Background: an optimization exercise with open tools, aiming at small area, a short achievable clock period and few clock cycles per item. Do not read the settings as production practice. In this exercise RTL edits were held to simulation tests only and were not proved equivalent to the original.

## design.v

```verilog
module mul16(input [15:0] a, input [15:0] b, output [15:0] hi);
	wire s1 = (a[0] & b[13]) ^ (a[1] & b[12]);
	wire c2 = (a[0] & b[13]) & (a[1] & b[12]);
	wire s3 = (a[0] & b[14]) ^ (a[1] & b[13]) ^ (a[2] & b[12]);
	wire c4 = ((a[0] & b[14]) & (a[1] & b[13])) | ((a[0] & b[14]) & (a[2] & b[12])) | ((a[1] & b[13]) & (a[2] & b[12]));
	wire s5 = (a[3] & b[11]) ^ (a[4] & b[10]);
	wire c6 = (a[3] & b[11]) & (a[4] & b[10]);
	wire s7 = (a[0] & b[15]) ^ (a[1] & b[14]) ^ (a[2] & b[13]);
	wire c8 = ((a[0] & b[15]) & (a[1] & b[14])) | ((a[0] & b[15]) & (a[2] & b[13])) | ((a[1] & b[14]) & (a[2] & b[13]));
	wire s9 = (a[3] & b[12]) ^ (a[4] & b[11]) ^ (a[5] & b[10]);
	wire c10 = ((a[3] & b[12]) & (a[4] & b[11])) | ((a[3] & b[12]) & (a[5] & b[10])) | ((a[4] & b[11]) & (a[5] & b[10]));
	wire s11 = (a[6] & b[9]) ^ (a[7] & b[8]);
	wire c12 = (a[6] & b[9]) & (a[7] & b[8]);
	wire s13 = (a[1] & b[15]) ^ (a[2] & b[14]) ^ (a[3] & b[13]);
	wire c14 = ((a[1] & b[15]) & (a[2] & b[14])) | ((a[1] & b[15]) & (a[3] & b[13])) | ((a[2] & b[14]) & (a[3] & b[13]));
	wire s15 = (a[4] & b[12]) ^ (a[5] & b[11]) ^ (a[6] & b[10]);
	wire c16 = ((a[4] & b[12]) & (a[5] & b[11])) | ((a[4] & b[12]) & (a[6] & b[10])) | ((a[5] & b[11]) & (a[6] & b[10]));
	wire s17 = (a[7] & b[9]) ^ (a[8] & b[8]);
	wire c18 = (a[7] & b[9]) & (a[8] & b[8]);
	wire s19 = (a[2] & b[15]) ^ (a[3] & b[14]) ^ (a[4] & b[13]);
	wire c20 = ((a[2] & b[15]) & (a[3] & b[14])) | ((a[2] & b[15]) & (a[4] & b[13])) | ((a[3] & b[14]) & (a[4] & b[13]));
	wire s21 = (a[5] & b[12]) ^ (a[6] & b[11]) ^ (a[7] & b[10]);
	wire c22 = ((a[5] & b[12]) & (a[6] & b[11])) | ((a[5] & b[12]) & (a[7] & b[10])) | ((a[6] & b[11]) & (a[7] & b[10]));
	wire s23 = (a[3] & b[15]) ^ (a[4] & b[14]) ^ (a[5] & b[13]);
	wire c24 = ((a[3] & b[15]) & (a[4] & b[14])) | ((a[3] & b[15]) & (a[5] & b[13])) | ((a[4] & b[14]) & (a[5] & b[13]));
	wire s25 = (a[0] & b[9]) ^ (a[1] & b[8]);
	wire c26 = (a[0] & b[9]) & (a[1] & b[8]);
	wire s27 = (a[0] & b[10]) ^ (a[1] & b[9]) ^ (a[2] & b[8]);
	wire c28 = ((a[0] & b[10]) & (a[1] & b[9])) | ((a[0] & b[10]) & (a[2] & b[8])) | ((a[1] & b[9]) & (a[2] & b[8]));
	wire s29 = (a[3] & b[7]) ^ (a[4] & b[6]);
	wire c30 = (a[3] & b[7]) & (a[4] & b[6]);
	wire s31 = (a[0] & b[11]) ^ (a[1] & b[10]) ^ (a[2] & b[9]);
	wire c32 = ((a[0] & b[11]) & (a[1] & b[10])) | ((a[0] & b[11]) & (a[2] & b[9])) | ((a[1] & b[10]) & (a[2] & b[9]));
	wire s33 = (a[3] & b[8]) ^ (a[4] & b[7]) ^ (a[5] & b[6]);
	wire c34 = ((a[3] & b[8]) & (a[4] & b[7])) | ((a[3] & b[8]) & (a[5] & b[6])) | ((a[4] & b[7]) & (a[5] & b[6]));
	wire s35 = (a[6] & b[5]) ^ (a[7] & b[4]);
	wire c36 = (a[6] & b[5]) & (a[7] & b[4]);
	wire s37 = (a[0] & b[12]) ^ (a[1] & b[11]) ^ (a[2] & b[10]);
	wire c38 = ((a[0] & b[12]) & (a[1] & b[11])) | ((a[0] & b[12]) & (a[2] & b[10])) | ((a[1] & b[11]) & (a[2] & b[10]));
	wire s39 = (a[3] & b[9]) ^ (a[4] & b[8]) ^ (a[5] & b[7]);
	wire c40 = ((a[3] & b[9]) & (a[4] & b[8])) | ((a[3] & b[9]) & (a[5] & b[7])) | ((a[4] & b[8]) & (a[5] & b[7]));
	wire s41 = (a[6] & b[6]) ^ (a[7] & b[5]) ^ (a[8] & b[4]);
	wire c42 = ((a[6] & b[6]) & (a[7] & b[5])) | ((a[6] & b[6]) & (a[8] & b[4])) | ((a[7] & b[5]) & (a[8] & b[4]));
	wire s43 = (a[9] & b[3]) ^ (a[10] & b[2]);
	wire c44 = (a[9] & b[3]) & (a[10] & b[2]);
	wire s45 = s1 ^ (a[2] & b[11]) ^ (a[3] & b[10]);
	wire c46 = (s1 & (a[2] & b[11])) | (s1 & (a[3] & b[10])) | ((a[2] & b[11]) & (a[3] & b[10]));
	wire s47 = (a[4] & b[9]) ^ (a[5] & b[8]) ^ (a[6] & b[7]);
	wire c48 = ((a[4] & b[9]) & (a[5] & b[8])) | ((a[4] & b[9]) & (a[6] & b[7])) | ((a[5] & b[8]) & (a[6] & b[7]));
	wire s49 = (a[7] & b[6]) ^ (a[8] & b[5]) ^ (a[9] & b[4]);
	wire c50 = ((a[7] & b[6]) & (a[8] & b[5])) | ((a[7] & b[6]) & (a[9] & b[4])) | ((a[8] & b[5]) & (a[9] & b[4]));
	wire s51 = (a[10] & b[3]) ^ (a[11] & b[2]) ^ (a[12] & b[1]);
	wire c52 = ((a[10] & b[3]) & (a[11] & b[2])) | ((a[10] & b[3]) & (a[12] & b[1])) | ((a[11] & b[2]) & (a[12] & b[1]));
	wire s53 = c2 ^ s3 ^ s5;
	wire c54 = (c2 & s3) | (c2 & s5) | (s3 & s5);
	wire s55 = (a[5] & b[9]) ^ (a[6] & b[8]) ^ (a[7] & b[7]);
	wire c56 = ((a[5] & b[9]) & (a[6] & b[8])) | ((a[5] & b[9]) & (a[7] & b[7])) | ((a[6] & b[8]) & (a[7] & b[7]));
	wire s57 = (a[8] & b[6]) ^ (a[9] & b[5]) ^ (a[10] & b[4]);
	wire c58 = ((a[8] & b[6]) & (a[9] & b[5])) | ((a[8] & b[6]) & (a[10] & b[4])) | ((a[9] & b[5]) & (a[10] & b[4]));
	wire s59 = (a[11] & b[3]) ^ (a[12] & b[2]) ^ (a[13] & b[1]);
	wire c60 = ((a[11] & b[3]) & (a[12] & b[2])) | ((a[11] & b[3]) & (a[13] & b[1])) | ((a[12] & b[2]) & (a[13] & b[1]));
	wire s61 = c4 ^ c6 ^ s7;
	wire c62 = (c4 & c6) | (c4 & s7) | (c6 & s7);
	wire s63 = s9 ^ s11 ^ (a[8] & b[7]);
	wire c64 = (s9 & s11) | (s9 & (a[8] & b[7])) | (s11 & (a[8] & b[7]));
	wire s65 = (a[9] & b[6]) ^ (a[10] & b[5]) ^ (a[11] & b[4]);
	wire c66 = ((a[9] & b[6]) & (a[10] & b[5])) | ((a[9] & b[6]) & (a[11] & b[4])) | ((a[10] & b[5]) & (a[11] & b[4]));
	wire s67 = (a[12] & b[3]) ^ (a[13] & b[2]) ^ (a[14] & b[1]);
	wire c68 = ((a[12] & b[3]) & (a[13] & b[2])) | ((a[12] & b[3]) & (a[14] & b[1])) | ((a[13] & b[2]) & (a[14] & b[1]));
	wire s69 = c8 ^ c10 ^ c12;
	wire c70 = (c8 & c10) | (c8 & c12) | (c10 & c12);
	wire s71 = s13 ^ s15 ^ s17;
	wire c72 = (s13 & s15) | (s13 & s17) | (s15 & s17);
	wire s73 = (a[9] & b[7]) ^ (a[10] & b[6]) ^ (a[11] & b[5]);
	wire c74 = ((a[9] & b[7]) & (a[10] & b[6])) | ((a[9] & b[7]) & (a[11] & b[5])) | ((a[10] & b[6]) & (a[11] & b[5]));
	wire s75 = (a[12] & b[4]) ^ (a[13] & b[3]) ^ (a[14] & b[2]);
	wire c76 = ((a[12] & b[4]) & (a[13] & b[3])) | ((a[12] & b[4]) & (a[14] & b[2])) | ((a[13] & b[3]) & (a[14] & b[2]));
	wire s77 = c14 ^ c16 ^ c18;
	wire c78 = (c14 & c16) | (c14 & c18) | (c16 & c18);
	wire s79 = s19 ^ s21 ^ (a[8] & b[9]);
	wire c80 = (s19 & s21) | (s19 & (a[8] & b[9])) | (s21 & (a[8] & b[9]));
	wire s81 = (a[9] & b[8]) ^ (a[10] & b[7]) ^ (a[11] & b[6]);
	wire c82 = ((a[9] & b[8]) & (a[10] & b[7])) | ((a[9] & b[8]) & (a[11] & b[6])) | ((a[10] & b[7]) & (a[11] & b[6]));
	wire s83 = (a[12] & b[5]) ^ (a[13] & b[4]) ^ (a[14] & b[3]);
	wire c84 = ((a[12] & b[5]) & (a[13] & b[4])) | ((a[12] & b[5]) & (a[14] & b[3])) | ((a[13] & b[4]) & (a[14] & b[3]));
	wire s85 = c20 ^ c22 ^ s23;
	wire c86 = (c20 & c22) | (c20 & s23) | (c22 & s23);
	wire s87 = (a[6] & b[12]) ^ (a[7] & b[11]) ^ (a[8] & b[10]);
	wire c88 = ((a[6] & b[12]) & (a[7] & b[11])) | ((a[6] & b[12]) & (a[8] & b[10])) | ((a[7] & b[11]) & (a[8] & b[10]));
	wire s89 = (a[9] & b[9]) ^ (a[10] & b[8]) ^ (a[11] & b[7]);
	wire c90 = ((a[9] & b[9]) & (a[10] & b[8])) | ((a[9] & b[9]) & (a[11] & b[7])) | ((a[10] & b[8]) & (a[11] & b[7]));
	wire s91 = (a[12] & b[6]) ^ (a[13] & b[5]) ^ (a[14] & b[4]);
	wire c92 = ((a[12] & b[6]) & (a[13] & b[5])) | ((a[12] & b[6]) & (a[14] & b[4])) | ((a[13] & b[5]) & (a[14] & b[4]));
	wire s93 = c24 ^ (a[4] & b[15]) ^ (a[5] & b[14]);
	wire c94 = (c24 & (a[4] & b[15])) | (c24 & (a[5] & b[14])) | ((a[4] & b[15]) & (a[5] & b[14]));
	wire s95 = (a[6] & b[13]) ^ (a[7] & b[12]) ^ (a[8] & b[11]);
	wire c96 = ((a[6] & b[13]) & (a[7] & b[12])) | ((a[6] & b[13]) & (a[8] & b[11])) | ((a[7] & b[12]) & (a[8] & b[11]));
	wire s97 = (a[9] & b[10]) ^ (a[10] & b[9]) ^ (a[11] & b[8]);
	wire c98 = ((a[9] & b[10]) & (a[10] & b[9])) | ((a[9] & b[10]) & (a[11] & b[8])) | ((a[10] & b[9]) & (a[11] & b[8]));
	wire s99 = (a[12] & b[7]) ^ (a[13] & b[6]) ^ (a[14] & b[5]);
	wire c100 = ((a[12] & b[7]) & (a[13] & b[6])) | ((a[12] & b[7]) & (a[14] & b[5])) | ((a[13] & b[6]) & (a[14] & b[5]));
	wire s101 = (a[5] & b[15]) ^ (a[6] & b[14]) ^ (a[7] & b[13]);
	wire c102 = ((a[5] & b[15]) & (a[6] & b[14])) | ((a[5] & b[15]) & (a[7] & b[13])) | ((a[6] & b[14]) & (a[7] & b[13]));
	wire s103 = (a[8] & b[12]) ^ (a[9] & b[11]) ^ (a[10] & b[10]);
	wire c104 = ((a[8] & b[12]) & (a[9] & b[11])) | ((a[8] & b[12]) & (a[10] & b[10])) | ((a[9] & b[11]) & (a[10] & b[10]));
	wire s105 = (a[11] & b[9]) ^ (a[12] & b[8]) ^ (a[13] & b[7]);
	wire c106 = ((a[11] & b[9]) & (a[12] & b[8])) | ((a[11] & b[9]) & (a[13] & b[7])) | ((a[12] & b[8]) & (a[13] & b[7]));
	wire s107 = (a[6] & b[15]) ^ (a[7] & b[14]) ^ (a[8] & b[13]);
	wire c108 = ((a[6] & b[15]) & (a[7] & b[14])) | ((a[6] & b[15]) & (a[8] & b[13])) | ((a[7] & b[14]) & (a[8] & b[13]));
	wire s109 = (a[9] & b[12]) ^ (a[10] & b[11]) ^ (a[11] & b[10]);
	wire c110 = ((a[9] & b[12]) & (a[10] & b[11])) | ((a[9] & b[12]) & (a[11] & b[10])) | ((a[10] & b[11]) & (a[11] & b[10]));
	wire s111 = (a[7] & b[15]) ^ (a[8] & b[14]) ^ (a[9] & b[13]);
	wire c112 = ((a[7] & b[15]) & (a[8] & b[14])) | ((a[7] & b[15]) & (a[9] & b[13])) | ((a[8] & b[14]) & (a[9] & b[13]));
	wire s113 = (a[0] & b[6]) ^ (a[1] & b[5]);
	wire c114 = (a[0] & b[6]) & (a[1] & b[5]);
	wire s115 = (a[0] & b[7]) ^ (a[1] & b[6]) ^ (a[2] & b[5]);
	wire c116 = ((a[0] & b[7]) & (a[1] & b[6])) | ((a[0] & b[7]) & (a[2] & b[5])) | ((a[1] & b[6]) & (a[2] & b[5]));
	wire s117 = (a[3] & b[4]) ^ (a[4] & b[3]);
	wire c118 = (a[3] & b[4]) & (a[4] & b[3]);
	wire s119 = (a[0] & b[8]) ^ (a[1] & b[7]) ^ (a[2] & b[6]);
	wire c120 = ((a[0] & b[8]) & (a[1] & b[7])) | ((a[0] & b[8]) & (a[2] & b[6])) | ((a[1] & b[7]) & (a[2] & b[6]));
	wire s121 = (a[3] & b[5]) ^ (a[4] & b[4]) ^ (a[5] & b[3]);
	wire c122 = ((a[3] & b[5]) & (a[4] & b[4])) | ((a[3] & b[5]) & (a[5] & b[3])) | ((a[4] & b[4]) & (a[5] & b[3]));
	wire s123 = (a[6] & b[2]) ^ (a[7] & b[1]);
	wire c124 = (a[6] & b[2]) & (a[7] & b[1]);
	wire s125 = s25 ^ (a[2] & b[7]) ^ (a[3] & b[6]);
	wire c126 = (s25 & (a[2] & b[7])) | (s25 & (a[3] & b[6])) | ((a[2] & b[7]) & (a[3] & b[6]));
	wire s127 = (a[4] & b[5]) ^ (a[5] & b[4]) ^ (a[6] & b[3]);
	wire c128 = ((a[4] & b[5]) & (a[5] & b[4])) | ((a[4] & b[5]) & (a[6] & b[3])) | ((a[5] & b[4]) & (a[6] & b[3]));
	wire s129 = (a[7] & b[2]) ^ (a[8] & b[1]) ^ (a[9] & b[0]);
	wire c130 = ((a[7] & b[2]) & (a[8] & b[1])) | ((a[7] & b[2]) & (a[9] & b[0])) | ((a[8] & b[1]) & (a[9] & b[0]));
	wire s131 = c26 ^ s27 ^ s29;
	wire c132 = (c26 & s27) | (c26 & s29) | (s27 & s29);
	wire s133 = (a[5] & b[5]) ^ (a[6] & b[4]) ^ (a[7] & b[3]);
	wire c134 = ((a[5] & b[5]) & (a[6] & b[4])) | ((a[5] & b[5]) & (a[7] & b[3])) | ((a[6] & b[4]) & (a[7] & b[3]));
	wire s135 = (a[8] & b[2]) ^ (a[9] & b[1]) ^ (a[10] & b[0]);
	wire c136 = ((a[8] & b[2]) & (a[9] & b[1])) | ((a[8] & b[2]) & (a[10] & b[0])) | ((a[9] & b[1]) & (a[10] & b[0]));
	wire s137 = c28 ^ c30 ^ s31;
	wire c138 = (c28 & c30) | (c28 & s31) | (c30 & s31);
	wire s139 = s33 ^ s35 ^ (a[8] & b[3]);
	wire c140 = (s33 & s35) | (s33 & (a[8] & b[3])) | (s35 & (a[8] & b[3]));
	wire s141 = (a[9] & b[2]) ^ (a[10] & b[1]) ^ (a[11] & b[0]);
	wire c142 = ((a[9] & b[2]) & (a[10] & b[1])) | ((a[9] & b[2]) & (a[11] & b[0])) | ((a[10] & b[1]) & (a[11] & b[0]));
	wire s143 = c32 ^ c34 ^ c36;
	wire c144 = (c32 & c34) | (c32 & c36) | (c34 & c36);
	wire s145 = s37 ^ s39 ^ s41;
	wire c146 = (s37 & s39) | (s37 & s41) | (s39 & s41);
	wire s147 = s43 ^ (a[11] & b[1]) ^ (a[12] & b[0]);
	wire c148 = (s43 & (a[11] & b[1])) | (s43 & (a[12] & b[0])) | ((a[11] & b[1]) & (a[12] & b[0]));
	wire s149 = c38 ^ c40 ^ c42;
	wire c150 = (c38 & c40) | (c38 & c42) | (c40 & c42);
	wire s151 = c44 ^ s45 ^ s47;
	wire c152 = (c44 & s45) | (c44 & s47) | (s45 & s47);
	wire s153 = s49 ^ s51 ^ (a[13] & b[0]);
	wire c154 = (s49 & s51) | (s49 & (a[13] & b[0])) | (s51 & (a[13] & b[0]));
	wire s155 = c46 ^ c48 ^ c50;
	wire c156 = (c46 & c48) | (c46 & c50) | (c48 & c50);
	wire s157 = c52 ^ s53 ^ s55;
	wire c158 = (c52 & s53) | (c52 & s55) | (s53 & s55);
	wire s159 = s57 ^ s59 ^ (a[14] & b[0]);
	wire c160 = (s57 & s59) | (s57 & (a[14] & b[0])) | (s59 & (a[14] & b[0]));
	wire s161 = c54 ^ c56 ^ c58;
	wire c162 = (c54 & c56) | (c54 & c58) | (c56 & c58);
	wire s163 = c60 ^ s61 ^ s63;
	wire c164 = (c60 & s61) | (c60 & s63) | (s61 & s63);
	wire s165 = s65 ^ s67 ^ (a[15] & b[0]);
	wire c166 = (s65 & s67) | (s65 & (a[15] & b[0])) | (s67 & (a[15] & b[0]));
	wire s167 = c62 ^ c64 ^ c66;
	wire c168 = (c62 & c64) | (c62 & c66) | (c64 & c66);
	wire s169 = c68 ^ s69 ^ s71;
	wire c170 = (c68 & s69) | (c68 & s71) | (s69 & s71);
	wire s171 = s73 ^ s75 ^ (a[15] & b[1]);
	wire c172 = (s73 & s75) | (s73 & (a[15] & b[1])) | (s75 & (a[15] & b[1]));
	wire s173 = c70 ^ c72 ^ c74;
	wire c174 = (c70 & c72) | (c70 & c74) | (c72 & c74);
	wire s175 = c76 ^ s77 ^ s79;
	wire c176 = (c76 & s77) | (c76 & s79) | (s77 & s79);
	wire s177 = s81 ^ s83 ^ (a[15] & b[2]);
	wire c178 = (s81 & s83) | (s81 & (a[15] & b[2])) | (s83 & (a[15] & b[2]));
	wire s179 = c78 ^ c80 ^ c82;
	wire c180 = (c78 & c80) | (c78 & c82) | (c80 & c82);
	wire s181 = c84 ^ s85 ^ s87;
	wire c182 = (c84 & s85) | (c84 & s87) | (s85 & s87);
	wire s183 = s89 ^ s91 ^ (a[15] & b[3]);
	wire c184 = (s89 & s91) | (s89 & (a[15] & b[3])) | (s91 & (a[15] & b[3]));
	wire s185 = c86 ^ c88 ^ c90;
	wire c186 = (c86 & c88) | (c86 & c90) | (c88 & c90);
	wire s187 = c92 ^ s93 ^ s95;
	wire c188 = (c92 & s93) | (c92 & s95) | (s93 & s95);
	wire s189 = s97 ^ s99 ^ (a[15] & b[4]);
	wire c190 = (s97 & s99) | (s97 & (a[15] & b[4])) | (s99 & (a[15] & b[4]));
	wire s191 = c94 ^ c96 ^ c98;
	wire c192 = (c94 & c96) | (c94 & c98) | (c96 & c98);
	wire s193 = c100 ^ s101 ^ s103;
	wire c194 = (c100 & s101) | (c100 & s103) | (s101 & s103);
	wire s195 = s105 ^ (a[14] & b[6]) ^ (a[15] & b[5]);
	wire c196 = (s105 & (a[14] & b[6])) | (s105 & (a[15] & b[5])) | ((a[14] & b[6]) & (a[15] & b[5]));
	wire s197 = c102 ^ c104 ^ c106;
	wire c198 = (c102 & c104) | (c102 & c106) | (c104 & c106);
	wire s199 = s107 ^ s109 ^ (a[12] & b[9]);
	wire c200 = (s107 & s109) | (s107 & (a[12] & b[9])) | (s109 & (a[12] & b[9]));
	wire s201 = (a[13] & b[8]) ^ (a[14] & b[7]) ^ (a[15] & b[6]);
	wire c202 = ((a[13] & b[8]) & (a[14] & b[7])) | ((a[13] & b[8]) & (a[15] & b[6])) | ((a[14] & b[7]) & (a[15] & b[6]));
	wire s203 = c108 ^ c110 ^ s111;
	wire c204 = (c108 & c110) | (c108 & s111) | (c110 & s111);
	wire s205 = (a[10] & b[12]) ^ (a[11] & b[11]) ^ (a[12] & b[10]);
	wire c206 = ((a[10] & b[12]) & (a[11] & b[11])) | ((a[10] & b[12]) & (a[12] & b[10])) | ((a[11] & b[11]) & (a[12] & b[10]));
	wire s207 = (a[13] & b[9]) ^ (a[14] & b[8]) ^ (a[15] & b[7]);
	wire c208 = ((a[13] & b[9]) & (a[14] & b[8])) | ((a[13] & b[9]) & (a[15] & b[7])) | ((a[14] & b[8]) & (a[15] & b[7]));
	wire s209 = c112 ^ (a[8] & b[15]) ^ (a[9] & b[14]);
	wire c210 = (c112 & (a[8] & b[15])) | (c112 & (a[9] & b[14])) | ((a[8] & b[15]) & (a[9] & b[14]));
	wire s211 = (a[10] & b[13]) ^ (a[11] & b[12]) ^ (a[12] & b[11]);
	wire c212 = ((a[10] & b[13]) & (a[11] & b[12])) | ((a[10] & b[13]) & (a[12] & b[11])) | ((a[11] & b[12]) & (a[12] & b[11]));
	wire s213 = (a[13] & b[10]) ^ (a[14] & b[9]) ^ (a[15] & b[8]);
	wire c214 = ((a[13] & b[10]) & (a[14] & b[9])) | ((a[13] & b[10]) & (a[15] & b[8])) | ((a[14] & b[9]) & (a[15] & b[8]));
	wire s215 = (a[9] & b[15]) ^ (a[10] & b[14]) ^ (a[11] & b[13]);
	wire c216 = ((a[9] & b[15]) & (a[10] & b[14])) | ((a[9] & b[15]) & (a[11] & b[13])) | ((a[10] & b[14]) & (a[11] & b[13]));
	wire s217 = (a[12] & b[12]) ^ (a[13] & b[11]) ^ (a[14] & b[10]);
	wire c218 = ((a[12] & b[12]) & (a[13] & b[11])) | ((a[12] & b[12]) & (a[14] & b[10])) | ((a[13] & b[11]) & (a[14] & b[10]));
	wire s219 = (a[10] & b[15]) ^ (a[11] & b[14]) ^ (a[12] & b[13]);
	wire c220 = ((a[10] & b[15]) & (a[11] & b[14])) | ((a[10] & b[15]) & (a[12] & b[13])) | ((a[11] & b[14]) & (a[12] & b[13]));
	wire s221 = (a[0] & b[4]) ^ (a[1] & b[3]);
	wire c222 = (a[0] & b[4]) & (a[1] & b[3]);
	wire s223 = (a[0] & b[5]) ^ (a[1] & b[4]) ^ (a[2] & b[3]);
	wire c224 = ((a[0] & b[5]) & (a[1] & b[4])) | ((a[0] & b[5]) & (a[2] & b[3])) | ((a[1] & b[4]) & (a[2] & b[3]));
	wire s225 = (a[3] & b[2]) ^ (a[4] & b[1]);
	wire c226 = (a[3] & b[2]) & (a[4] & b[1]);
	wire s227 = s113 ^ (a[2] & b[4]) ^ (a[3] & b[3]);
	wire c228 = (s113 & (a[2] & b[4])) | (s113 & (a[3] & b[3])) | ((a[2] & b[4]) & (a[3] & b[3]));
	wire s229 = (a[4] & b[2]) ^ (a[5] & b[1]) ^ (a[6] & b[0]);
	wire c230 = ((a[4] & b[2]) & (a[5] & b[1])) | ((a[4] & b[2]) & (a[6] & b[0])) | ((a[5] & b[1]) & (a[6] & b[0]));
	wire s231 = c114 ^ s115 ^ s117;
	wire c232 = (c114 & s115) | (c114 & s117) | (s115 & s117);
	wire s233 = (a[5] & b[2]) ^ (a[6] & b[1]) ^ (a[7] & b[0]);
	wire c234 = ((a[5] & b[2]) & (a[6] & b[1])) | ((a[5] & b[2]) & (a[7] & b[0])) | ((a[6] & b[1]) & (a[7] & b[0]));
	wire s235 = c116 ^ c118 ^ s119;
	wire c236 = (c116 & c118) | (c116 & s119) | (c118 & s119);
	wire s237 = s121 ^ s123 ^ (a[8] & b[0]);
	wire c238 = (s121 & s123) | (s121 & (a[8] & b[0])) | (s123 & (a[8] & b[0]));
	wire s239 = c120 ^ c122 ^ c124;
	wire c240 = (c120 & c122) | (c120 & c124) | (c122 & c124);
	wire s241 = s125 ^ s127 ^ s129;
	wire c242 = (s125 & s127) | (s125 & s129) | (s127 & s129);
	wire s243 = c126 ^ c128 ^ c130;
	wire c244 = (c126 & c128) | (c126 & c130) | (c128 & c130);
	wire s245 = s131 ^ s133 ^ s135;
	wire c246 = (s131 & s133) | (s131 & s135) | (s133 & s135);
	wire s247 = c132 ^ c134 ^ c136;
	wire c248 = (c132 & c134) | (c132 & c136) | (c134 & c136);
	wire s249 = s137 ^ s139 ^ s141;
	wire c250 = (s137 & s139) | (s137 & s141) | (s139 & s141);
	wire s251 = c138 ^ c140 ^ c142;
	wire c252 = (c138 & c140) | (c138 & c142) | (c140 & c142);
	wire s253 = s143 ^ s145 ^ s147;
	wire c254 = (s143 & s145) | (s143 & s147) | (s145 & s147);
	wire s255 = c144 ^ c146 ^ c148;
	wire c256 = (c144 & c146) | (c144 & c148) | (c146 & c148);
	wire s257 = s149 ^ s151 ^ s153;
	wire c258 = (s149 & s151) | (s149 & s153) | (s151 & s153);
	wire s259 = c150 ^ c152 ^ c154;
	wire c260 = (c150 & c152) | (c150 & c154) | (c152 & c154);
	wire s261 = s155 ^ s157 ^ s159;
	wire c262 = (s155 & s157) | (s155 & s159) | (s157 & s159);
	wire s263 = c156 ^ c158 ^ c160;
	wire c264 = (c156 & c158) | (c156 & c160) | (c158 & c160);
	wire s265 = s161 ^ s163 ^ s165;
	wire c266 = (s161 & s163) | (s161 & s165) | (s163 & s165);
	wire s267 = c162 ^ c164 ^ c166;
	wire c268 = (c162 & c164) | (c162 & c166) | (c164 & c166);
	wire s269 = s167 ^ s169 ^ s171;
	wire c270 = (s167 & s169) | (s167 & s171) | (s169 & s171);
	wire s271 = c168 ^ c170 ^ c172;
	wire c272 = (c168 & c170) | (c168 & c172) | (c170 & c172);
	wire s273 = s173 ^ s175 ^ s177;
	wire c274 = (s173 & s175) | (s173 & s177) | (s175 & s177);
	wire s275 = c174 ^ c176 ^ c178;
	wire c276 = (c174 & c176) | (c174 & c178) | (c176 & c178);
	wire s277 = s179 ^ s181 ^ s183;
	wire c278 = (s179 & s181) | (s179 & s183) | (s181 & s183);
	wire s279 = c180 ^ c182 ^ c184;
	wire c280 = (c180 & c182) | (c180 & c184) | (c182 & c184);
	wire s281 = s185 ^ s187 ^ s189;
	wire c282 = (s185 & s187) | (s185 & s189) | (s187 & s189);
	wire s283 = c186 ^ c188 ^ c190;
	wire c284 = (c186 & c188) | (c186 & c190) | (c188 & c190);
	wire s285 = s191 ^ s193 ^ s195;
	wire c286 = (s191 & s193) | (s191 & s195) | (s193 & s195);
	wire s287 = c192 ^ c194 ^ c196;
	wire c288 = (c192 & c194) | (c192 & c196) | (c194 & c196);
	wire s289 = s197 ^ s199 ^ s201;
	wire c290 = (s197 & s199) | (s197 & s201) | (s199 & s201);
	wire s291 = c198 ^ c200 ^ c202;
	wire c292 = (c198 & c200) | (c198 & c202) | (c200 & c202);
	wire s293 = s203 ^ s205 ^ s207;
	wire c294 = (s203 & s205) | (s203 & s207) | (s205 & s207);
	wire s295 = c204 ^ c206 ^ c208;
	wire c296 = (c204 & c206) | (c204 & c208) | (c206 & c208);
	wire s297 = s209 ^ s211 ^ s213;
	wire c298 = (s209 & s211) | (s209 & s213) | (s211 & s213);
	wire s299 = c210 ^ c212 ^ c214;
	wire c300 = (c210 & c212) | (c210 & c214) | (c212 & c214);
	wire s301 = s215 ^ s217 ^ (a[15] & b[9]);
	wire c302 = (s215 & s217) | (s215 & (a[15] & b[9])) | (s217 & (a[15] & b[9]));
	wire s303 = c216 ^ c218 ^ s219;
	wire c304 = (c216 & c218) | (c216 & s219) | (c218 & s219);
	wire s305 = (a[13] & b[12]) ^ (a[14] & b[11]) ^ (a[15] & b[10]);
	wire c306 = ((a[13] & b[12]) & (a[14] & b[11])) | ((a[13] & b[12]) & (a[15] & b[10])) | ((a[14] & b[11]) & (a[15] & b[10]));
	wire s307 = c220 ^ (a[11] & b[15]) ^ (a[12] & b[14]);
	wire c308 = (c220 & (a[11] & b[15])) | (c220 & (a[12] & b[14])) | ((a[11] & b[15]) & (a[12] & b[14]));
	wire s309 = (a[13] & b[13]) ^ (a[14] & b[12]) ^ (a[15] & b[11]);
	wire c310 = ((a[13] & b[13]) & (a[14] & b[12])) | ((a[13] & b[13]) & (a[15] & b[11])) | ((a[14] & b[12]) & (a[15] & b[11]));
	wire s311 = (a[12] & b[15]) ^ (a[13] & b[14]) ^ (a[14] & b[13]);
	wire c312 = ((a[12] & b[15]) & (a[13] & b[14])) | ((a[12] & b[15]) & (a[14] & b[13])) | ((a[13] & b[14]) & (a[14] & b[13]));
	wire s313 = (a[0] & b[3]) ^ (a[1] & b[2]);
	wire c314 = (a[0] & b[3]) & (a[1] & b[2]);
	wire s315 = s221 ^ (a[2] & b[2]) ^ (a[3] & b[1]);
	wire c316 = (s221 & (a[2] & b[2])) | (s221 & (a[3] & b[1])) | ((a[2] & b[2]) & (a[3] & b[1]));
	wire s317 = c222 ^ s223 ^ s225;
	wire c318 = (c222 & s223) | (c222 & s225) | (s223 & s225);
	wire s319 = c224 ^ c226 ^ s227;
	wire c320 = (c224 & c226) | (c224 & s227) | (c226 & s227);
	wire s321 = c228 ^ c230 ^ s231;
	wire c322 = (c228 & c230) | (c228 & s231) | (c230 & s231);
	wire s323 = c232 ^ c234 ^ s235;
	wire c324 = (c232 & c234) | (c232 & s235) | (c234 & s235);
	wire s325 = c236 ^ c238 ^ s239;
	wire c326 = (c236 & c238) | (c236 & s239) | (c238 & s239);
	wire s327 = c240 ^ c242 ^ s243;
	wire c328 = (c240 & c242) | (c240 & s243) | (c242 & s243);
	wire s329 = c244 ^ c246 ^ s247;
	wire c330 = (c244 & c246) | (c244 & s247) | (c246 & s247);
	wire s331 = c248 ^ c250 ^ s251;
	wire c332 = (c248 & c250) | (c248 & s251) | (c250 & s251);
	wire s333 = c252 ^ c254 ^ s255;
	wire c334 = (c252 & c254) | (c252 & s255) | (c254 & s255);
	wire s335 = c256 ^ c258 ^ s259;
	wire c336 = (c256 & c258) | (c256 & s259) | (c258 & s259);
	wire s337 = c260 ^ c262 ^ s263;
	wire c338 = (c260 & c262) | (c260 & s263) | (c262 & s263);
	wire s339 = c264 ^ c266 ^ s267;
	wire c340 = (c264 & c266) | (c264 & s267) | (c266 & s267);
	wire s341 = c268 ^ c270 ^ s271;
	wire c342 = (c268 & c270) | (c268 & s271) | (c270 & s271);
	wire s343 = c272 ^ c274 ^ s275;
	wire c344 = (c272 & c274) | (c272 & s275) | (c274 & s275);
	wire s345 = c276 ^ c278 ^ s279;
	wire c346 = (c276 & c278) | (c276 & s279) | (c278 & s279);
	wire s347 = c280 ^ c282 ^ s283;
	wire c348 = (c280 & c282) | (c280 & s283) | (c282 & s283);
	wire s349 = c284 ^ c286 ^ s287;
	wire c350 = (c284 & c286) | (c284 & s287) | (c286 & s287);
	wire s351 = c288 ^ c290 ^ s291;
	wire c352 = (c288 & c290) | (c288 & s291) | (c290 & s291);
	wire s353 = c292 ^ c294 ^ s295;
	wire c354 = (c292 & c294) | (c292 & s295) | (c294 & s295);
	wire s355 = c296 ^ c298 ^ s299;
	wire c356 = (c296 & c298) | (c296 & s299) | (c298 & s299);
	wire s357 = c300 ^ c302 ^ s303;
	wire c358 = (c300 & c302) | (c300 & s303) | (c302 & s303);
	wire s359 = c304 ^ c306 ^ s307;
	wire c360 = (c304 & c306) | (c304 & s307) | (c306 & s307);
	wire s361 = c308 ^ c310 ^ s311;
	wire c362 = (c308 & c310) | (c308 & s311) | (c310 & s311);
	wire s363 = c312 ^ (a[13] & b[15]) ^ (a[14] & b[14]);
	wire c364 = (c312 & (a[13] & b[15])) | (c312 & (a[14] & b[14])) | ((a[13] & b[15]) & (a[14] & b[14]));
	wire s365 = (a[0] & b[2]) ^ (a[1] & b[1]);
	wire c366 = (a[0] & b[2]) & (a[1] & b[1]);
	wire s367 = s313 ^ (a[2] & b[1]) ^ (a[3] & b[0]);
	wire c368 = (s313 & (a[2] & b[1])) | (s313 & (a[3] & b[0])) | ((a[2] & b[1]) & (a[3] & b[0]));
	wire s369 = c314 ^ s315 ^ (a[4] & b[0]);
	wire c370 = (c314 & s315) | (c314 & (a[4] & b[0])) | (s315 & (a[4] & b[0]));
	wire s371 = c316 ^ s317 ^ (a[5] & b[0]);
	wire c372 = (c316 & s317) | (c316 & (a[5] & b[0])) | (s317 & (a[5] & b[0]));
	wire s373 = c318 ^ s319 ^ s229;
	wire c374 = (c318 & s319) | (c318 & s229) | (s319 & s229);
	wire s375 = c320 ^ s321 ^ s233;
	wire c376 = (c320 & s321) | (c320 & s233) | (s321 & s233);
	wire s377 = c322 ^ s323 ^ s237;
	wire c378 = (c322 & s323) | (c322 & s237) | (s323 & s237);
	wire s379 = c324 ^ s325 ^ s241;
	wire c380 = (c324 & s325) | (c324 & s241) | (s325 & s241);
	wire s381 = c326 ^ s327 ^ s245;
	wire c382 = (c326 & s327) | (c326 & s245) | (s327 & s245);
	wire s383 = c328 ^ s329 ^ s249;
	wire c384 = (c328 & s329) | (c328 & s249) | (s329 & s249);
	wire s385 = c330 ^ s331 ^ s253;
	wire c386 = (c330 & s331) | (c330 & s253) | (s331 & s253);
	wire s387 = c332 ^ s333 ^ s257;
	wire c388 = (c332 & s333) | (c332 & s257) | (s333 & s257);
	wire s389 = c334 ^ s335 ^ s261;
	wire c390 = (c334 & s335) | (c334 & s261) | (s335 & s261);
	wire s391 = c336 ^ s337 ^ s265;
	wire c392 = (c336 & s337) | (c336 & s265) | (s337 & s265);
	wire s393 = c338 ^ s339 ^ s269;
	wire c394 = (c338 & s339) | (c338 & s269) | (s339 & s269);
	wire s395 = c340 ^ s341 ^ s273;
	wire c396 = (c340 & s341) | (c340 & s273) | (s341 & s273);
	wire s397 = c342 ^ s343 ^ s277;
	wire c398 = (c342 & s343) | (c342 & s277) | (s343 & s277);
	wire s399 = c344 ^ s345 ^ s281;
	wire c400 = (c344 & s345) | (c344 & s281) | (s345 & s281);
	wire s401 = c346 ^ s347 ^ s285;
	wire c402 = (c346 & s347) | (c346 & s285) | (s347 & s285);
	wire s403 = c348 ^ s349 ^ s289;
	wire c404 = (c348 & s349) | (c348 & s289) | (s349 & s289);
	wire s405 = c350 ^ s351 ^ s293;
	wire c406 = (c350 & s351) | (c350 & s293) | (s351 & s293);
	wire s407 = c352 ^ s353 ^ s297;
	wire c408 = (c352 & s353) | (c352 & s297) | (s353 & s297);
	wire s409 = c354 ^ s355 ^ s301;
	wire c410 = (c354 & s355) | (c354 & s301) | (s355 & s301);
	wire s411 = c356 ^ s357 ^ s305;
	wire c412 = (c356 & s357) | (c356 & s305) | (s357 & s305);
	wire s413 = c358 ^ s359 ^ s309;
	wire c414 = (c358 & s359) | (c358 & s309) | (s359 & s309);
	wire s415 = c360 ^ s361 ^ (a[15] & b[12]);
	wire c416 = (c360 & s361) | (c360 & (a[15] & b[12])) | (s361 & (a[15] & b[12]));
	wire s417 = c362 ^ s363 ^ (a[15] & b[13]);
	wire c418 = (c362 & s363) | (c362 & (a[15] & b[13])) | (s363 & (a[15] & b[13]));
	wire s419 = c364 ^ (a[14] & b[15]) ^ (a[15] & b[14]);
	wire c420 = (c364 & (a[14] & b[15])) | (c364 & (a[15] & b[14])) | ((a[14] & b[15]) & (a[15] & b[14]));
	wire [31:0] ra = {1'b0, c420, c418, c416, c414, c412, c410, c408, c406, c404, c402, c400, c398, c396, c394, c392, c390, c388, c386, c384, c382, c380, c378, c376, c374, c372, c370, c368, c366, s365, (a[0] & b[1]), (a[0] & b[0])};
	wire [31:0] rb = {1'b0, (a[15] & b[15]), s419, s417, s415, s413, s411, s409, s407, s405, s403, s401, s399, s397, s395, s393, s391, s389, s387, s385, s383, s381, s379, s377, s375, s373, s371, s369, s367, (a[2] & b[0]), (a[1] & b[0]), 1'b0};
	wire [31:0] p = ra + rb;
	assign hi = p[31:16];
endmodule
module exponential(input clk, rst, start, input [15:0] _x, output done,
                   output [1:0] intpart, output [15:0] fracpart);
	reg [3:0] st;           
	reg idle;               
	reg sh1, sh2, term;     
	reg [15:0] b, t;
	reg [17:0] r;
	wire go = idle & start;
	wire [3:0] nst = go ? 4'd1 : (idle | st == 4'd9) ? 4'd0 : st + 4'd1;
	always @(posedge clk or posedge rst) begin
		if (rst) begin
			st   <= 4'd0;
			idle <= 1'b1;
		end else begin
			st   <= nst;
			idle <= (nst == 4'd0);
		end
	end
	always @(posedge clk) begin
		sh1  <= (nst == 4'd1);                                
		sh2  <= (nst == 4'd4);                                
		term <= (nst == 4'd1) | (nst == 4'd2) | (nst == 4'd4) |
		        (nst == 4'd5) | (nst == 4'd7) | (nst == 4'd9);  
	end
	reg [15:0] bn;
	always @(*) begin
		case (nst)
			4'd3:    bn = 16'h5555;
			4'd6:    bn = 16'h3333;
			4'd8:    bn = 16'h2AAA;
			default: bn = _x;
		endcase
	end
	wire [15:0] ph;                      
	mul16 mul(.a(t), .b(b), .hi(ph));
	wire [15:0] tn = sh1 ? {1'b0,  ph[15:1]} :
	                 sh2 ? {2'b00, ph[15:2]} : ph;
	wire [15:0] t1 = (_x[15:1] == 15'd0) ? 16'd0 : _x - 16'd2;
	wire [6:0] u6 = t[6:0];
	reg [3:0] t7;
	always @(*) begin
		if (u6 >= 7'd85) t7 = 4'd12;
		else if (u6 >= 7'd78) t7 = 4'd11;
		else if (u6 >= 7'd71) t7 = 4'd10;
		else if (u6 >= 7'd64) t7 = 4'd9;
		else if (u6 >= 7'd57) t7 = 4'd8;
		else if (u6 >= 7'd50) t7 = 4'd7;
		else if (u6 >= 7'd43) t7 = 4'd6;
		else if (u6 >= 7'd36) t7 = 4'd5;
		else if (u6 >= 7'd29) t7 = 4'd4;
		else if (u6 >= 7'd22) t7 = 4'd3;
		else if (u6 >= 7'd15) t7 = 4'd2;
		else if (u6 >= 7'd8) t7 = 4'd1;
		else t7 = 4'd0;
	end
	reg t8;                 
	always @(*) begin
		case (t7)
			4'd9:    t8 = b >= 16'd58255;
			4'd10:   t8 = b >= 16'd52429;
			4'd11:   t8 = b >= 16'd47663;
			4'd12:   t8 = b >= 16'd43691;
			4'd13:   t8 = b >= 16'd40330;
			4'd14:   t8 = b >= 16'd37450;
			4'd15:   t8 = b >= 16'd34953;
			default: t8 = 1'b0;
		endcase
	end
	always @(posedge clk) begin
		if (go) begin
			b <= bn;
			t <= t1;
			r <= 18'h0FFFF;
		end else if (!idle) begin
			b <= bn;
			t <= tn;
			if (term)
				r <= r + {2'b00, t};
		end
	end
	wire [4:0]  lo = {1'b0, r[3:0]} + {1'b0, t7} + {4'd0, t8};
	wire [13:0] hi = lo[4] ? r[17:4] + 14'd1 : r[17:4];
	assign done = idle;
	assign {intpart, fracpart} = {hi, lo[3:0]};
endmodule
```

## run.sh

```bash
#!/bin/bash
# synth_recipe.tcl (not shown) runs the flow's synth.tcl, then flattens the netlist and writes it again
# the make line also repeats each setting of config.mk as NAME=value (left out here)
make -C /OpenROAD-flow-scripts/flow DESIGN_CONFIG=/design/flow/config.mk WORK_HOME=/design/flow/orfs CLKGATE_MAP_FILE= SYNTH_SCRIPT=/design/flow/synth_recipe.tcl finish
```

## config.mk

```make
export PLATFORM = sky130hd
export DESIGN_NAME = exponential
export DESIGN_NICKNAME = exponential
export VERILOG_FILES = /design/flow/design.v
export SDC_FILE = /design/flow/constraint.sdc
export NUM_CORES = 4
export LEC_CHECK = 0
export CAP_MARGIN = 20
export CORE_MARGIN = 2
export CORE_UTILIZATION = 40
export PLACE_DENSITY = 0.6
export SLEW_MARGIN = 20
```

## constraint.sdc

```tcl
create_clock -name core_clock -period 9.0 [get_ports {clk}]
set_input_delay 1.8000 -clock core_clock [delete_from_list [all_inputs] [get_ports {clk}]]
set_output_delay 1.8000 -clock core_clock [all_outputs]
set_load 0.01 [all_outputs]
```

==> results_dict.tcl, run 1 <==
set metrics [dict create \
    hp-class "reg2reg" \
    postCtsHoldBufs 0 \
    synth_cells 1307 \
    drc 0 \
    slew_headroom 0.286 \
    synth_edf_count 32 \
    grt_use_total 0.213 \
    max_freq_ghz 0.137 \
    synth.area.top_cells "fa_1, and2_1, edfxtp_1" \
    syn_area_per_cell_um2 8.78 \
    critPathSlowestCell "edfxtp_1" \
    die_y_um 173 \
    rows 61 \
    hpwl_um 23400 \
    arrival_ns 5.50 \
    multiInputGateArea_mm2 0.00894 \
    synth_top_cell_by_area "fa_1" \
    cp-end-kind "output port" \
    cts.reportedPaths.clkPinSlew_ns 0.05 \
    n_antenna_cell 0 \
    tightest_slew_ns 1.06 \
    yosysMostFrequentCell "inv_1" \
    die_x_um 173 \
    max_stage_delay_ns 1.00 \
    regArea_mm2 0.00151 \
    postCtsSetupBuffers 0 \
    drt_iter0_markers 451 \
    clock-sinks 58 \
    synth-xor-area-share 0.0405 \
    final.setup.tns_ns 0 \
    finalClockSkew_ns 0.00792 \
    grt-ovfl-total 0 \
    fill_cells 2789 \
    ant_nets 0 \
    grt_start_max_net_pins 33 \
    placed_area_mm2 0.0122 \
    crit_path_start_kind "flop" \
    finalSetupViolations 0 \
    maxCapViolations 0 \
    synth_area_mm2 0.0115 \
    rsz0062_at_grt "false" \
    crit_type "reg2out" \
    insertion_delay_ns 0.32 \
    worst-path-buf-inv 1 \
    root_buffer "clkbuf_16" \
    crit_family "simple AND/OR/NAND/NOR gates" \
    core_area_mm2 0.0280 \
    wirelength_um 30800 \
    yosysWarnings 1 \
    firstDrtPassIters 5 \
    gp_congestion 0.879 \
    cts_max_level 3 \
    path_max_fanout 27 \
    cts_tree "built" \
    slew_viol_final 0 \
    dr_total_vias 8927 \
    ys_top_cells_by_count "inv_1, fa_1, nand2_1" \
    nNetsFinal 1590 \
    initial_core_util 0.410 \
    synth_nets 1591 \
    finalCoreUtilization 0.446 \
    synthSimpleGateAreaFrac 0.206 \
    yosysTopAreaCellShare 0.344 \
    antenna_found_initial 0 \
    fin_area_mm2 0.0125 \
    synth_compound_area_frac 0.110 \
    ys_seq_area_frac 0.131 \
    ys.flop_type "edfxtp_1" \
    status "timing/DRC/antenna clean" \
    synthAdderAreaFrac 0.418 \
    drive_gt1_frac 0.0351 \
    vias_per_cell 5.29 \
    synth.area.mux_share 0.00447 \
    layout_min_cycle_time_ns 7.30 \
    grt_pass1_wl_um 50900 \
    hold_viol 0 \
    io_pins 38 \
    numCtsBuffers 9 \
    whs_ns 0.509 \
    grt_pass1_vias 9411 \
    ctsResizeCount 0 \
    min_period_over_period 0.812 \
    dieArea_mm2 0.0300 \
    required_ns 7.20 \
    cp_cell_sequence "nand3_1 > nor2_1 > or2_2 > a21oi_1 > o21a_1 > nand2b_1 > a22oi_1 > o311ai_1 > fa_1 > fa_1 > a21o_1 > a21oi_1 > nor2_1 > and2_1 > nor2b_1 > nand3_1 > xnor2_1 > clkdlybuf4s50_1" \
    synth_top_family_by_area "adder cells" \
    area_growth_syn_to_layout_pct 8.91 \
    wl_per_cell_um 18.2 \
    ys_async_sr_fraction 0.0862 \
    synth_cell_types 67 \
    port_buffers 37 \
    ys_ff_latch 58 \
    clockBufferDepth 2 \
]
==> kinds of logic after synthesis <==
family	after synthesis
AO/OA/AOI/OAI	184
multiplexers	5
flip-flops	58
adder cells (fa/ha/maj)	265
buffers and inverters	274
AND/OR/NAND/NOR	468
XOR/XNOR	53
==> cells in the final DEF, fill, tap and decap left out, types with 4 or more instances in the layout <==
cell type        instances
nor2b_1                  6
clkbuf_16               10
inv_1                  208
nor2_1                  48
o21a_1                  10
nor4_1                   4
o21ai_0                 23
a21oi_1                 47
o21ai_1                  5
o211ai_1                 7
o31ai_1                  5
nor3_1                  11
fa_1                   197
or3_1                    8
nand2b_1                12
clkdlybuf4s50_1         37
dfrtp_1                  4
ha_1                    68
a211oi_1                 6
and2_1                 155
xor2_1                  18
a21o_1                  22
buf_4                   17
o22ai_1                 10
o21bai_1                 7
xnor2_1                 35
nand2_1                174
nand4_1                  6
and3_1                  10
edfxtp_1                32
mux2i_1                  4
nand3_1                 21
a221o_1                  7
dfxtp_1                 21
==> cell type report <==
type / count / share of cell area
timing repair buffer: 54 / 0.0399
inverter: 208 / 0.0625
clock buffer: 15 / 0.0231
multi-input combinational: 975 / 0.716
sequential: 58 / 0.121
tap: 378 / 0.0379
clock inverter: 1 / 0.000401
==> sequential cells by signal, summed over array words and instances (netlist names) <==
name	flops
b	16
st	4
t	16
r	18
idle	1
sh2	1
sh1	1
term	1
==> final timing paths <==
check	slack (ns)	startpoint	to	cells after the start
setup reg to reg	2.10	b[13]	t[8]	21
hold reg to reg	0.51	r[16]	r[16]	1
max in group asynchronous	7.07	rst	idle	2
hold / removal	0.51	r[16]	r[16]	1
setup / recovery	1.70	t[5]	fracpart[15]	18
min in group asynchronous	1.70	rst	st[3]	2
==> per-stage QoR <==
stage | setup WS [ns] | cells
final | 1.70 | 1689
after detailed placement | 2.11 | 1673
after global routing | 1.34 | 1689
after global placement | 2.15 | 1673
after floorplan | 2.57 | 1307
after CTS | 1.73 | 1689
==> layer usage <==
layer  routed length [um]  part of all wire  up-vias  global-route usage
met5                    0                 0        -                   0
met4                  828             0.027        0              0.0625
met3                 1570             0.051       59              0.0294
met2                14300              0.46      245               0.345
met1                14100              0.46     4478               0.297
li1                     -                 -     4145                   -
Testbench counts, summed over its fixed seeds: cycles 12,006, items 1,200.
==> inputs of run 2 (changes only) <==
--- a/config.mk
+++ b/config.mk
@@ -11,2 +11,3 @@
 export PLACE_DENSITY = 0.6
+export SETUP_SLACK_MARGIN = 3
 export SLEW_MARGIN = 20
==> run 2 against run 1 <==
Design area up 9.5%. Critical path type is now reg2reg.
==> results_dict.tcl, run 2 <==
set metrics [dict create \
    ys_seq_area_frac 0.131 \
    root_buffer "clkbuf_16" \
    grt_pass1_vias 9808 \
    crit_path_start_kind "flop" \
    n_antenna_cell 0 \
    synth_cell_types 67 \
    vias_per_cell 5.28 \
    syn_area_per_cell_um2 8.78 \
    critPathSlowestCell "or4_4" \
    fill_cells 2705 \
    wl_per_cell_um 18.1 \
    grt_pass1_wl_um 52100 \
    r2r-end "t[12]" \
    nNetsFinal 1685 \
    arrival_ns 6.37 \
    cts_tree "built" \
    finalSetupViolations 0 \
    antenna_found_initial 0 \
    grt_start_max_net_pins 33 \
    crit_type "reg2reg" \
    cp-end-kind "flop" \
    worstHoldPathCells 2 \
    slew_viol_final 0 \
    max_stage_delay_ns 0.52 \
    layout_min_cycle_time_ns 6.30 \
    min_period_over_period 0.700 \
    r2r_cells 24 \
    hp-class "reg2reg" \
    grt_use_total 0.219 \
    gp_congestion 0.851 \
    drc 0 \
    core_area_mm2 0.0280 \
    hpwl_um 22500 \
    largest_register "r" \
    path_max_fanout 13 \
    rows 61 \
    synth_edf_count 32 \
    final_common_cell "inv_1" \
    final.setup.tns_ns 0 \
    status "timing/DRC/antenna clean" \
    layout_common_cells "inv_1, fa_1, nand2_1, and2_1, buf_4" \
    yosysTopAreaCellShare 0.344 \
    ant_nets 0 \
    dieArea_mm2 0.0300 \
    firstDrtPassIters 6 \
    postCtsHoldBufs 0 \
    cts_max_level 3 \
    required_ns 9.06 \
    numCtsBuffers 9 \
    finalCoreUtilization 0.488 \
    rsz0062_at_grt "true" \
    drt_iter0_markers 633 \
    cp_cell_sequence "buf_6 > buf_8 > and2_4 > fa_1 > inv_1 > fa_2 > inv_1 > fa_2 > inv_2 > fa_1 > inv_2 > fa_1 > ha_1 > a21o_1 > or4_4 > a211oi_4 > nor3_4 > buf_4 > buf_4 > a211o_1 > nand2_1 > xnor2_2 > o2bb2ai_1 > a221o_1" \
    synth_cells 1307 \
    maxCapViolations 0 \
    reg.largest.list "r: 18 flops, b: 16 flops, t: 16 flops" \
    drive_gt1_frac 0.161 \
    ys.flop_type "edfxtp_1" \
    hold_viol 0 \
    max_freq_ghz 0.159 \
    hold_start "r[3]" \
    path_common_cell "fa_1" \
    tightest_slew_ns 1.05 \
    synth_nets 1591 \
    synth_top_cell_by_area "fa_1" \
    dr_total_vias 9414 \
    finalClockSkew_ns 0.0100 \
    largest_register_ffs 18 \
    ys_ff_latch 58 \
    grt-ovfl-total 0 \
    hold_end "r[3]" \
    die_y_um 173 \
    ys_async_sr_fraction 0.0862 \
    io_pins 38 \
    ys_top_cells_by_count "inv_1, fa_1, nand2_1" \
    initial_core_util 0.410 \
    slew_headroom 0.295 \
    cp-startpoint "t[2]" \
    synth.area.top_cells "fa_1, and2_1, edfxtp_1" \
    whs_ns 0.534 \
    timing.rr.start "t[2]" \
    area_growth_syn_to_layout_pct 19.3 \
    rrSetupSlack_ns 2.70 \
    yosysWarnings 1 \
    port_buffers 37 \
    insertion_delay_ns 0.32 \
    clock-sinks 58 \
    clockBufferDepth 2 \
    yosysMostFrequentCell "inv_1" \
    wirelength_um 32400 \
    synth_area_mm2 0.0115 \
    cts.reportedPaths.clkPinSlew_ns 0.05 \
    die_x_um 173 \
]
-- run 2: cell types whose count changed in the layout (fill, tap and decap cells not counted), sizes merged --
| cell | previous run | this run |
|---|---|---|
| buf | 17 | 120 |
| clkdlybuf4s50 | 37 | 23 |
| clkbuf | 15 | 21 |
| clkinv | 1 | 0 |
| dlymetal6s2s | 0 | 1 |
-- run 2: cell type report --
cell class | count | area, um2 | area share
Multi-Input combinational cell | 975 | 9410 | 0.688
Tap cell | 378 | 473 | 0.0346
Sequential cell | 58 | 1510 | 0.110
Inverter | 208 | 781 | 0.0571
Clock buffer | 16 | 272 | 0.0198
Timing Repair Buffer | 149 | 1230 | 0.0903
-- run 2: metrics by stage --
step | std cells | cell area, um2 | worst slack [ns]
after global placement | 1667 | 12200 | 2.39
after CTS | 1757 | 13200 | 2.71
after detailed placement | 1667 | 12200 | 2.24
after global routing | 1784 | 13700 | 2.54
final | 1784 | 13700 | 2.70
after floorplan | 1307 | 11600 | 3.00
-- run 2: how the worst max path moves through the flow --
stage / cells past startpoint / end
6_report: 24 / t[12]
4_1_cts: 21 / t[7]
3_5_place_dp: 18 / fracpart[15]
5_1_grt: 25 / t[12]
3_3_place_gp: 18 / fracpart[15]
2_1_floorplan: 23 / t[8]
-- run 2: timing repair --
item	in CTS	in global routing
setup buffers	74	27
resized for setup	68	87
setup endpoints to repair	31	30
pin swaps	34	57
-- run 2: logic make-up (layout without fill, tap and decap cells) --
kind of cell / count (synthesis) / after routing / synth area share
compound gates: 184 / 184 / 0.110
mux: 5 / 5 / 0.00447
fa+ha+maj: 265 / 265 / 0.418
xor+xnor: 53 / 53 / 0.0405
simple gates: 468 / 468 / 0.206
flops: 58 / 58 / 0.131
buf+inv: 274 / 373 / 0.0899
-- run 2: critical path: cells and delay by family (launching register included) --
| family | cells | cell delay, ns |
|---|---|---|
| adders and majority gates | 6 | 2.49 |
| DFF | 1 | 0.46 |
| AOI/OAI and AO/OA | 5 | 1.26 |
| xor gates and xnor gates | 1 | 0.10 |
| buffers and inverters | 8 | 0.81 |
| and+or+nand+nor | 4 | 0.91 |
-- run 2: layer usage --
layer	part of all wire	vias to the layer above	GRT usage
met2	0.48	281	0.371
met1	0.43	4753	0.295
li1	-	4326	-
met5	0	-	0
met3	0.058	54	0.0351
met4	0.023	0	0.0526

==> what the ideal ports hide <==
How much do the figures lean on ideal ports? The routed layouts below were timed once more, with nothing changed but the port constraints. Step 1, drivers: a clkbuf_16 drives clk and a buf_2 each remaining input, both assumed. Step 2 times the ports against the registers' clock, not the clock port: input delays grow and output delays shrink by t, the midpoint of the rising clock arrivals with the driver on. a / b / c = no drivers / after step 1 / after step 2; a / b = the first two.
run | t, ns | slack for setup (ns) | clock arrival spread, ns | worst slew at a driven data input, ns
run 1 | 0.353 | 1.696 / 1.661 / 2.014 | 0.007 / 0.008 | 0.05
run 2 | 0.348 | 2.698 / 2.698 / 2.698 | 0.010 / 0.010 | 0.03
After both steps setup and hold are still met in every run listed.
